This design comes from an exercise in tuning for small area, a short achievable clock period and few clock cycles on the open sky130 flow, not from production work.
The RTL was checked by simulation tests, not by an equivalence proof against the original design.

==> flow/design.v, too long to show whole: its modules and the start of the top module <==
// module fmultiplier: 741 lines
module fmultiplier(
    input  wire        clk,
    input  wire        rst,
    input  wire        valid,       
    input  wire [31:0] a,
    input  wire [31:0] b,
    output reg  [31:0] z,
    output reg         out_valid    
);
  // ...
==> flow/flow/run.sh <==
#!/bin/bash
# Standard layout, with the ports buffered by buf cells instead of the delay
# buffer that buffer_ports picks by default.
export BUFFER_PORTS_ARGS="-buffer_cell sky130_fd_sc_hd__buf_2"
bash standard.sh > standard.log 2>&1
==> flow/standard.sh <==
#!/bin/bash
# synth_recipe.tcl (not shown) runs the flow's synth.tcl, then flattens the netlist and writes it again
# the make line also repeats each setting of config.mk as NAME=value (left out here)
make -C /OpenROAD-flow-scripts/flow DESIGN_CONFIG=/design/flow/config.mk WORK_HOME=/design/flow/orfs CLKGATE_MAP_FILE= SYNTH_SCRIPT=/design/flow/synth_recipe.tcl "${@:-finish}"
==> flow/config.mk <==
export PLATFORM = sky130hd
export DESIGN_NAME = fmultiplier
export DESIGN_NICKNAME = fmultiplier
export VERILOG_FILES = /design/flow/design.v
export SDC_FILE = /design/flow/constraint.sdc
export NUM_CORES = 4
export LEC_CHECK = 0
export CAP_MARGIN = 20
export CORE_MARGIN = 2
export CORE_UTILIZATION = 40
export PLACE_DENSITY = 0.6
export SLEW_MARGIN = 20
==> flow/constraint.sdc <==
create_clock -name core_clock -period 10.0 [get_ports {clk}]
set_input_delay 2.0000 -clock core_clock [delete_from_list [all_inputs] [get_ports {clk}]]
set_output_delay 2.0000 -clock core_clock [all_outputs]
set_load 0.01 [all_outputs]
==> run summary, run 1 <==
CP max stage delay=0.71 ns; WP data arrival=6.14 ns; FMAX=123 MHz; Buffers, non-clock=176; WL met3=8680 um; CTS tree=done; postcts setup bufs=0; CP Max Fanout=10; CP required=8.00 ns; CP Cell Sequence=fa_1, inv_1, fa_1, nand2b_1, a21o_1, o211ai_1, nand2_1, xnor2_1, o22ai_1, nor3_1, a2bb2oi_1, o211a_1, a21o_1, ha_1, o2111ai_2, nor4_1, nand3_1, xnor2_1, o221ai_1, buf_2; CLK BUF=9; Initial Utilization=40.2%; top sig layer=met4; Gate Count Post-Synth=3,328; outcome=no timing/DRC/antenna violations; Detailed Place HPWL=70,900 um; drt pass-1 iters=7; CP Capture Type=primary output; Adder-Cell Fraction of Synth Area=27.7%; fraction of area in multi-input gates=79.4%; Slew Viols, Final=0; clock root cell=clkbuf_16; Netlist cell types=103; met3 Use GR=4.82%; via count=25,000; kind of critical path=reg -> out; metal2 WL=40,200 um; Final Util=42.7%; Min Hold Slack=1.45 ns; most common cell after layout, fill and taps aside=inv_1; top cells by count, synth=inv_1 (360), fa_1 (257), xnor2_1 (246), a22oi_1 (236), nand2_1 (222); Core Box Area=65,500 sq um; min-delay worst type=in -> async
Testbench counts, summed over its fixed seeds: cycles 16,000.
==> run 2: changes to the inputs <==
--- a/flow/config.mk
+++ b/flow/config.mk
@@ -6,4 +6,5 @@
 export NUM_CORES = 4
 export LEC_CHECK = 0
+export ABC_AREA = 1
 export CAP_MARGIN = 20
 export CORE_MARGIN = 2
==> run summary, run 2 <==
die area=66,700 sq um (was 68,000 sq um); Net Count, Synth=4,260 (was 3,825); Tot GR Track Use=26.8% (was 27.4%); postcts setup bufs=0 (unchanged); Slowest-stage cell, CP=nand2_1 (was nor4_1); CP Max Fanout=22 (was 10); commonest cells after routing, fill and taps aside=nand2_1 (623), inv_1 (620), xor2_1 (337), nand3_1 (306), o22ai_1 (280) (was inv_1 (360), fa_1 (257), xnor2_1 (246), a22oi_1 (236), nand2_1 (221)); Min Hold Slack=1.46 ns (was 1.45 ns); CP max stage delay=0.73 ns (was 0.71 ns); Critical Path Start Type=input port (was flop); share of the synthesized area in the top cell type=19.9% (was 19.5%); WL/cell=19.6 um (was 22.7 um); mux cell area share after synthesis=0.426% (was 3.68%); outcome=no timing/DRC/antenna violations (unchanged); Final Util=42.9% (was 42.7%); initial antenna violation count=5 (was 0); PostCTS Resize Cnt=0 (unchanged); final worst slack=2.56 ns (was 1.86 ns); Largest regs=r_c: 24 flops, r_plo: 24 flops, r_s: 24 flops (unchanged); total CTS buffers=9 (unchanged); kind of critical path=in -> reg (was reg -> out); total wire length=90,900 um (was 94,000 um); largest family of logic cells by synthesized area=adder cells (unchanged); FMAX=134 MHz (was 123 MHz); # rows=93 (was 94); Post-Syn Area=25,900 sq um (was 26,400 sq um); synth top area cells=fa_1 (20%), xor2_1 (11%), nand2_1 (9.0%) (was fa_1 (20%), ha_1 (8.2%), xnor2_1 (8.2%)); Initial Utilization=40.3% (was 40.2%); WP data arrival=7.73 ns (was 6.14 ns); Filler cells=6,880 (was 6,628); Gate Count Post-Synth=3,763 (was 3,328); FFs w/ async S/R, synth=1.04% (unchanged); Post-Synth Simple-Gate Area=24.6% (was 15.8%); CTS H-tree depth=3 (unchanged); maximum capacitance violations=0 (unchanged); Die H=258 um (was 261 um); Remaining DRCs=0 (unchanged); most common cell after layout, fill and taps aside=nand2_1 (was inv_1); CP Capture Type=flop (was primary output); Setup violations, final=0 (unchanged); Adder-Cell Fraction of Synth Area=28.3% (was 27.7%); Synth Register Bits=96 (unchanged); CTS Sinks=96 (unchanged); min-delay worst type=in -> async (unchanged); NumNets Final=4,264 (was 3,762); Antenna Violating Nets Remaining=0 (unchanged); via count=25,600 (was 25,000); Tcrit/Tclk final=74.4% (was 81.4%); Netlist cell types=60 (was 103); pre-CTS setup slack=2.31 ns (was 2.28 ns); count leader, synth=nand2_1 (was inv_1); CP Cell Sequence=buf_2, nand2_1, o22ai_1, xor2_1, fa_1, inv_1, fa_1, inv_1, fa_1, inv_1, fa_1, inv_1, ha_1, ha_1, nand4_1, o221ai_1, a21boi_0, o21ai_0, nand3_1, nand2_1, xor2_1 (was fa_1, inv_1, fa_1, nand2b_1, a21o_1, o211ai_1, nand2_1, xnor2_1, o22ai_1, nor3_1, a2bb2oi_1, o211a_1, a21o_1, ha_1, o2111ai_2, nor4_1, nand3_1, xnor2_1, o221ai_1, buf_2); drt pass-1 iters=6 (was 7); Yosys warnings=1 (unchanged); clk buf depth=2 (unchanged); final period demand of the worst path=7.44 ns (was 8.14 ns); grt total ovfl=0 (unchanged); Hold-fix buffers, CTS=0 (unchanged); Sum Neg Setup Slack=0 ns (unchanged); RSZ-0062 raised after global routing=false (unchanged); io pins=100 (unchanged); worst slew pin tran=0.935 ns (was 1.18 ns); Horiz. Die Dim=258 um (was 261 um); vias per cell=5.54 (was 6.06); CTS tree=done (unchanged); layout cells sized above 1=9.81% (was 9.17%); # port buffers=99 (unchanged); post-synthesis sequential area ratio=7.45% (was 7.31%); Slew Viols, Final=0 (unchanged); largest net degree at the start of global routing=58 (was 57); Area Overhead vs Synth=6.60% (was 6.04%); Mapped Avg Cell Area=6.87 sq um (was 7.92 sq um); CP required=10.29 ns (was 8.00 ns); number of synthesized flops with an enable pin=0 (unchanged); XOR/XNOR Fraction of Synth Area=12.0% (was 12.9%); top cells by count, synth=nand2_1 (623), inv_1 (620), xor2_1 (337), nand3_1 (306), o22ai_1 (280) (was inv_1 (360), fa_1 (257), xnor2_1 (246), a22oi_1 (236), nand2_1 (222)); Rel. slew slack=37.5% (was 20.7%); clk slew on worst S/H paths=0.07 ns (about the same); clock root cell=clkbuf_16 (unchanged); Detailed Place HPWL=70,100 um (was 70,900 um); post-synthesis compound-gate area fraction=14.7% (was 23.6%); initial DRC count=2,572 (was 2,560); top_reg_cell synth=dfxtp_1 (unchanged); vias in the first global route=24,700 (was 24,000); Placer Congestion=0.961 (was 0.997); area leader, netlist=fa_1 (unchanged); Core Box Area=64,200 sq um (was 65,500 sq um); Fin. Hold Viols=0 (unchanged); first-pass GRT wire length=142,000 um (was 145,000 um)
[run 2: cell count changes in the layout (fill, tap and decap cells not counted), sizes merged, moves of 42 or more]
cell   previous run  this run
a21oi           181       119
nor2            190       288
o22ai            19       280
mux2i            53        11
xor2            142       337
nand3            76       330
a22oi           236         5
nor2b            51         0
xnor2           246        16
inv             364       660
nand2           223       683
[run 2: path summary, 6_finish.rpt]
kind | startpoint | to | slack (ns) | depth (start not counted)
worst max-delay path | b[1] | r_plo[22] | 2.56 | 21
worst min-delay path | rst | out_valid | 1.46 | 2
max in group asynchronous | rst | out_valid | 8.45 | 2
min in group core_clock | valid | out_valid | 1.75 | 1
[run 2: per-stage QoR]
step,cell area (sq um),instances
detailed placement,27300,4611
global route,27600,4628
finish,27600,4628
CTS,27600,4627
floorplan,25900,3763
global placement,27300,4611
[run 2: area by class of cell]
class / count / area [sq um] / share of cell area [%]
flip-flops and latches: 96 / 1930 / 7.00
clock buffers: 9 / 225 / 0.817
repair buffers: 172 / 1040 / 3.78
diodes: 1 / 2.50 / 0.00907
inverters: 675 / 2530 / 9.19
well taps: 855 / 1070 / 3.88
multi-input cells: 2813 / 20700 / 75.0
clock inverters: 7 / 86.3 / 0.313
[run 2: cells by family after synthesis]
family | after synthesis
AO/OA/AOI/OAI | 638
XOR/XNOR | 353
adder cells (fa/ha/maj) | 430
buffers and inverters | 854
flip-flops | 96
multiplexers | 11
AND/OR/NAND/NOR | 1381
[run 2: metal layers]
metal,share of wire (%),wire [um],GRT usage [%]
met1,43,39400,36.5
met2,43,39500,41.9
met3,8.8,8030,4.76
met4,4.3,3910,11.4
met5,0.051,46,0
[run 2: critical path: cells and delay by family]
family	cells	cell delay [ns]
AOI/OAI and AO/OA	4	1.09
xor gates and xnor gates	2	0.36
adders and majority gates	6	2.49
buffers and inverters	5	0.71
and+or+nand+nor	4	1.07
==> run 3: changes to the inputs <==
--- a/flow/config.mk
+++ b/flow/config.mk
@@ -6,8 +6,7 @@
 export NUM_CORES = 4
 export LEC_CHECK = 0
-export ABC_AREA = 1
 export CAP_MARGIN = 20
 export CORE_MARGIN = 2
-export CORE_UTILIZATION = 40
-export PLACE_DENSITY = 0.6
+export CORE_UTILIZATION = 60
+export PLACE_DENSITY = 0.75
 export SLEW_MARGIN = 20
==> run summary, run 3 <==
min-delay worst type=in -> async (unchanged); vias in the first global route=25,800 (was 24,700); number of synthesized flops with an enable pin=0 (unchanged); drt pass-1 iters=9 (was 6); WP data arrival=6.26 ns (was 7.73 ns); vias per cell=6.81 (was 5.54); Critical Path Start Type=flop (was input port); initial antenna violation count=2 (was 5); Detailed Place HPWL=71,200 um (was 70,100 um); initial DRC count=3,305 (was 2,572); synth top area cells=fa_1 (20%), ha_1 (8.2%), xnor2_1 (8.2%) (was fa_1 (20%), xor2_1 (11%), nand2_1 (9.0%)); PostCTS Resize Cnt=0 (unchanged); Tcrit/Tclk final=82.6% (was 74.4%); WL/cell=25.0 um (was 19.6 um); top_reg_cell synth=dfxtp_1 (unchanged); die area=45,600 sq um (was 66,700 sq um); Fin. Hold Viols=0 (unchanged); NumNets Final=3,752 (was 4,264); outcome=no timing/DRC/antenna violations (unchanged); clock root cell=clkbuf_16 (unchanged); FMAX=121 MHz (was 134 MHz); Slowest-stage cell, CP=o41ai_1 (was nand2_1); Yosys warnings=1 (unchanged); Filler cells=3,845 (was 6,880); CP required=8.00 ns (was 10.29 ns); final worst slack=1.74 ns (was 2.56 ns); commonest cells after routing, fill and taps aside=inv_1 (360), fa_1 (257), xnor2_1 (246), a22oi_1 (236), nand2_1 (222) (was nand2_1 (623), inv_1 (620), xor2_1 (337), nand3_1 (306), o22ai_1 (280)); Rel. slew slack=26.8% (was 37.5%); kind of critical path=reg -> out (was in -> reg); Remaining DRCs=0 (unchanged); Die H=214 um (was 258 um); first-pass GRT wire length=148,000 um (was 142,000 um); Gate Count Post-Synth=3,328 (was 3,763); FFs w/ async S/R, synth=1.04% (unchanged); placed insts=3,829 (was 4,611); via count=26,200 (was 25,600); pre-CTS setup slack=2.03 ns (was 2.31 ns); clk buf depth=2 (unchanged); layout cells sized above 1=8.56% (was 9.81%); CTS Sinks=96 (unchanged); share of the synthesized area in the top cell type=19.5% (was 19.9%); most common cell after layout, fill and taps aside=inv_1 (was nand2_1); CTS tree=done (unchanged); total CTS buffers=9 (unchanged); Mapped Avg Cell Area=7.92 sq um (was 6.87 sq um); Tot GR Track Use=42.2% (was 26.8%); final period demand of the worst path=8.26 ns (was 7.44 ns); Largest regs=r_c: 24 flops, r_plo: 24 flops, r_s: 24 flops (unchanged); Initial Utilization=61.0% (was 40.3%); postcts setup bufs=0 (unchanged); CP Capture Type=primary output (was flop); # rows=76 (was 93); Sum Neg Setup Slack=0 ns (unchanged); count leader, synth=inv_1 (was nand2_1); # port buffers=99 (unchanged); Post-Syn Area=26,400 sq um (was 25,900 sq um); CP top delay family=compound AO/OA/AOI/OAI gates (was adder cells); CP max stage delay=0.88 ns (was 0.73 ns); Bufs and invs on worst path=1 (was 5); CP Cell Sequence=fa_1, a211oi_2, nor3_1, o21ai_1, o21ai_1, and4b_1, o41ai_1, mux4_2, nor2_1, a31oi_2, a21oi_1, nand4_1, nor3_1, xnor2_1, a211oi_1, buf_2 (was buf_2, nand2_1, o22ai_1, xor2_1, fa_1, inv_1, fa_1, inv_1, fa_1, inv_1, fa_1, inv_1, ha_1, ha_1, nand4_1, o221ai_1, a21boi_0, o21ai_0, nand3_1, nand2_1, xor2_1); Placer Congestion=1.07 (was 0.961); grt total ovfl=0 (unchanged); Multi-input gate area=22,100 sq um (was 20,700 sq um); Core Box Area=43,200 sq um (was 64,200 sq um); RSZ-0062 raised after global routing=false (unchanged); top cells by count, synth=inv_1 (360), fa_1 (257), xnor2_1 (246), a22oi_1 (236), nand2_1 (222) (was nand2_1 (623), inv_1 (620), xor2_1 (337), nand3_1 (306), o22ai_1 (280)); total wire length=96,200 um (was 90,900 um); largest net degree at the start of global routing=56 (was 58); CTS H-tree depth=3 (unchanged); Netlist cell types=103 (was 60); Net Count, Synth=3,825 (was 4,260); io pins=100 (unchanged); register area=1930 sq um (unchanged); post-synthesis sequential area ratio=7.31% (was 7.45%); maximum capacitance violations=0 (unchanged); area leader, netlist=fa_1 (unchanged); Setup violations, final=0 (unchanged); Area Overhead vs Synth=4.23% (was 6.60%); final std cells w/o fill=3,846 (was 4,628); Hold-fix buffers, CTS=0 (unchanged); Horiz. Die Dim=214 um (was 258 um); CP Max Fanout=13 (was 22); Slew Viols, Final=0 (unchanged); Synth Register Bits=96 (unchanged); worst slew pin tran=1.10 ns (was 0.935 ns); clk slew on worst S/H paths=0.07 ns (about the same); Antenna Violating Nets Remaining=0 (unchanged); Min Hold Slack=1.45 ns (was 1.46 ns)
run 3: cells by family after synthesis:
family,synth area share [%]
compound gates,23.6
xor+xnor,12.9
fa+ha+maj,27.7
buf+inv,8.89
flops,7.31
mux,3.68
simple gates,15.8
run 3: through the flow:
stage / cell area, sq um / util, %
floorplan: 26400 / -
global placement: 27200 / 62.9
detailed placement: 27200 / 62.9
CTS: 27500 / 63.6
global route: 27500 / 63.6
finish: 27500 / 63.6
run 3: layer usage:
layer | vias up | track usage, % | part of all wire, % | wire, um
li1 | 11400 | - | - | -
met1 | 12500 | 55.0 | 38 | 36900
met2 | 1878 | 64.2 | 43 | 41200
met3 | 408 | 10.4 | 12 | 11800
met4 | 0 | 23.8 | 6.6 | 6360
met5 | - | 0 | 0 | 0
run 3: area by class of cell:
| class | instances | share of cell area, % |
|---|---|---|
| Antenna cell | 1 | 0.00911 |
| Clock buffer | 10 | 0.834 |
| Inverter | 366 | 5.00 |
| Sequential cell | 96 | 7.03 |
| Multi-Input combinational cell | 2616 | 80.6 |
| Tap cell | 585 | 2.66 |
| Clock inverter | 6 | 0.228 |
| Timing Repair Buffer | 166 | 3.64 |
run 3: path summary, 6_finish.rpt:
check | start | endpoint | cells past startpoint
max | r_s[24] | z[20] | 16
max in group asynchronous | rst | out_valid | 2
min in group core_clock | valid | out_valid | 1
min | rst | out_valid | 2
==> run 4: changes to the inputs <==
==> flow/run.sh (new file) <==
#!/bin/bash
# synth_recipe.tcl (not shown) runs the flow's synth.tcl, then flattens the netlist and writes it again
# the make line also repeats each setting of config.mk as NAME=value (left out here)
make -C /OpenROAD-flow-scripts/flow DESIGN_CONFIG=/design/flow/config.mk WORK_HOME=/design/flow/orfs CLKGATE_MAP_FILE= SYNTH_SCRIPT=/design/flow/synth_recipe.tcl finish
--- a/flow/config.mk
+++ b/flow/config.mk
@@ -8,5 +8,5 @@
 export CAP_MARGIN = 20
 export CORE_MARGIN = 2
-export CORE_UTILIZATION = 60
-export PLACE_DENSITY = 0.75
+export CORE_UTILIZATION = 40
+export PLACE_DENSITY = 0.6
 export SLEW_MARGIN = 20
removed: flow/flow/run.sh
removed: flow/standard.sh
==> run summary, run 4 <==
outcome=no timing/DRC/antenna violations (unchanged); Core Box Area=65,500 sq um (was 43,200 sq um); CP Capture Type=primary output (unchanged); CP Cell Sequence=clkinv_1, nand2_1, buf_4, nor4_1, nor4_1, o2111ai_1, a32oi_1, nor2_1, a211oi_1, nand2_1, nor4_1, nand4_1, xor2_1, o211ai_1, clkdlybuf4s50_1 (was fa_1, a211oi_2, nor3_1, o21ai_1, o21ai_1, and4b_1, o41ai_1, mux4_2, nor2_1, a31oi_2, a21oi_1, nand4_1, nor3_1, xnor2_1, a211oi_1, buf_2); Setup violations, final=0 (unchanged); Sum Neg Setup Slack=0 ns (unchanged); CP Max Fanout=27 (was 13); Net Count, Synth=3,825 (unchanged); io pins=100 (unchanged); pre-CTS setup slack=1.77 ns (was 2.03 ns); layout cells sized above 1=6.44% (was 8.56%); area leader, netlist=fa_1 (unchanged); Die H=261 um (was 214 um); grt total ovfl=0 (unchanged); top_reg_cell synth=dfxtp_1 (unchanged); Mapped Avg Cell Area=7.92 sq um (unchanged); RSZ-0062 raised after global routing=false (unchanged); Detailed Place HPWL=72,300 um (was 71,200 um); total wire length=93,500 um (was 96,200 um); Remaining DRCs=0 (unchanged); clk slew on worst S/H paths=0.07 ns (about the same); via count=24,900 (was 26,200); largest net degree at the start of global routing=51 (was 56); Horiz. Die Dim=261 um (was 214 um); final worst slack=1.52 ns (was 1.74 ns); Min Hold Slack=1.77 ns (was 1.45 ns); Gate Count Post-Synth=3,328 (unchanged); total CTS buffers=9 (unchanged); CP required=8.00 ns (about the same); number of synthesized flops with an enable pin=0 (unchanged); count leader, synth=inv_1 (unchanged); FFs w/ async S/R, synth=1.04% (unchanged); Area Overhead vs Synth=8.15% (was 4.23%); die area=68,000 sq um (was 45,600 sq um); FMAX=118 MHz (was 121 MHz); commonest cells after routing, fill and taps aside=inv_1 (360), fa_1 (257), xnor2_1 (246), a22oi_1 (236), nand2_1 (221) (was inv_1 (360), fa_1 (257), xnor2_1 (246), a22oi_1 (236), nand2_1 (222)); CTS H-tree depth=3 (unchanged); CTS Sinks=96 (unchanged); Ant. Diodes=0 (was 1); Rel. slew slack=18.6% (was 26.8%); Final Util=43.5% (was 63.6%); worst slew pin tran=1.21 ns (was 1.10 ns); Antenna Violating Nets Remaining=0 (unchanged); post-synthesis sequential area ratio=7.31% (unchanged); CTS tree=done (unchanged); postcts setup bufs=0 (unchanged); CP max stage delay=0.72 ns (was 0.88 ns); WP data arrival=6.48 ns (was 6.26 ns); kind of critical path=reg -> out (unchanged); most common cell after layout, fill and taps aside=inv_1 (unchanged); clock root cell=clkbuf_16 (unchanged); Hold-fix buffers, CTS=0 (unchanged); vias in the first global route=23,600 (was 25,800); maximum capacitance violations=0 (unchanged); Slew Viols, Final=0 (unchanged); initial antenna violation count=0 (was 2); Crit path top cell by count=nor4_1; Slowest-stage cell, CP=clkinv_1 (was o41ai_1); share of the synthesized area in the top cell type=19.5% (unchanged); first-pass GRT wire length=144,000 um (was 148,000 um); PostCTS Resize Cnt=0 (unchanged); Netlist cell types=103 (unchanged); Initial Utilization=40.2% (was 61.0%); WL/cell=22.6 um (was 25.0 um); Placer Congestion=0.984 (was 1.07); Tot GR Track Use=27.3% (was 42.2%); initial DRC count=2,660 (was 3,305); Yosys warnings=1 (unchanged); top cells by count, synth=inv_1 (360), fa_1 (257), xnor2_1 (246), a22oi_1 (236), nand2_1 (222) (unchanged); Synth Register Bits=96 (unchanged); clk buf depth=2 (unchanged); drt pass-1 iters=6 (was 9); Post-Syn Area=26,400 sq um (unchanged); synth top area cells=fa_1 (20%), ha_1 (8.2%), xnor2_1 (8.2%) (unchanged); # port buffers=99 (unchanged); vias per cell=6.01 (was 6.81); Tcrit/Tclk final=84.8% (was 82.6%); min-delay worst type=in -> async (unchanged); Fin. Hold Viols=0 (unchanged); Critical Path Start Type=flop (unchanged); NumNets Final=3,770 (was 3,752); final period demand of the worst path=8.48 ns (was 8.26 ns); Largest regs=r_c: 24 flops, r_plo: 24 flops, r_s: 24 flops (unchanged); # rows=94 (was 76)
==> run 4: logic make-up after synthesis <==
kind of cell,count (synthesis),synth area share [%]
AND/OR/NAND/NOR,827,15.8
adder cells (fa/ha/maj),430,27.7
AO/OA/AOI/OAI,892,23.6
XOR/XNOR,388,12.9
buffers and inverters,616,8.89
multiplexers,79,3.68
flip-flops,96,7.31
==> run 4: cell type report <==
| class | instances | area [sq um] |
|---|---|---|
| clock inverter | 7 | 86.3 |
| timing repair buffer | 184 | 1620 |
| fill | 6610 | 37000 |
| clock buffer | 9 | 225 |
| sequential | 96 | 1930 |
| multi-input combinational | 2616 | 22200 |
| tap | 864 | 1080 |
| inverter | 366 | 1370 |
==> run 4: path summary, 6_finish.rpt <==
kind	startpoint	to	slack (ns)	cells past startpoint
max in group asynchronous	rst	out_valid	8.15	2
worst max-delay path	r_tsh[1]	z[25]	1.52	15
worst min-delay path	rst	out_valid	1.77	2
min in group core_clock	valid	out_valid	2.08	1
==> run 4: critical path, delay by kind of cell (launching register included) <==
| family | cells | cell delay (ns) |
|---|---|---|
| flops | 1 | 0.69 |
| simple gates | 7 | 1.94 |
| xor+xnor | 1 | 0.18 |
| buf+inv | 3 | 1.54 |
| compound gates | 4 | 1.76 |
==> run 4: per-layer routing <==
metal / up-vias / global-route usage (%) / wire length, um
li1: 11500 / - / -
met1: 11900 / 38.5 / 41200
met2: 1256 / 41.8 / 40700
met3: 202 / 3.12 / 7410
met4: 0 / 11.8 / 4210
met5: - / 0 / 0
==> run 4: through the flow <==
step | instance area, sq um | std cells
floorplan | 26400 | 3328
global placement | 28200 | 4125
detailed placement | 28200 | 4125
CTS | 28500 | 4141
global route | 28500 | 4142
finish | 28500 | 4142

port drivers added, routing unchanged:
How much do the figures lean on ideal ports? The routed layouts below were timed once more, with nothing changed but the port constraints. Step 1 (the two cells are an assumption about what drives the block):
set clk [get_ports {clk}]
set_driving_cell -lib_cell sky130_fd_sc_hd__clkbuf_16 $clk
set_driving_cell -lib_cell sky130_fd_sc_hd__buf_2 [delete_from_list [all_inputs] $clk]
Step 2 moves the port delays by t, midway between the first and last clock arrival at a register: inputs arrive t later, outputs are due t later. That takes back most of the time a late clock gives input paths. a / b / c = no drivers / after step 1 / after step 2; a / b = the first two.
run | t (ns) | setup WS [ns] | hold WS [ns] | worst register clock-pin slew, ns
run 1 | 0.407 | 1.865 / 1.814 / 2.222 | 1.451 / 1.418 / 1.826 | 0.07 / 0.07
run 2 | 0.401 | 2.561 / 2.586 / 2.185 | 1.459 / 1.425 / 1.826 | 0.08 / 0.08
run 3 | 0.411 | 1.743 / 1.694 / 1.913 | 1.450 / 1.432 / 1.843 | 0.07 / 0.07
run 4 | 0.408 | 1.522 / 1.471 / 1.721 | 1.767 / 1.737 / 2.145 | 0.07 / 0.07
After both steps every run listed still meets setup and hold. For run 2, which loses most, drivers alone change the setup slack by +0.025 ns; drivers and shift together by -0.376 ns.
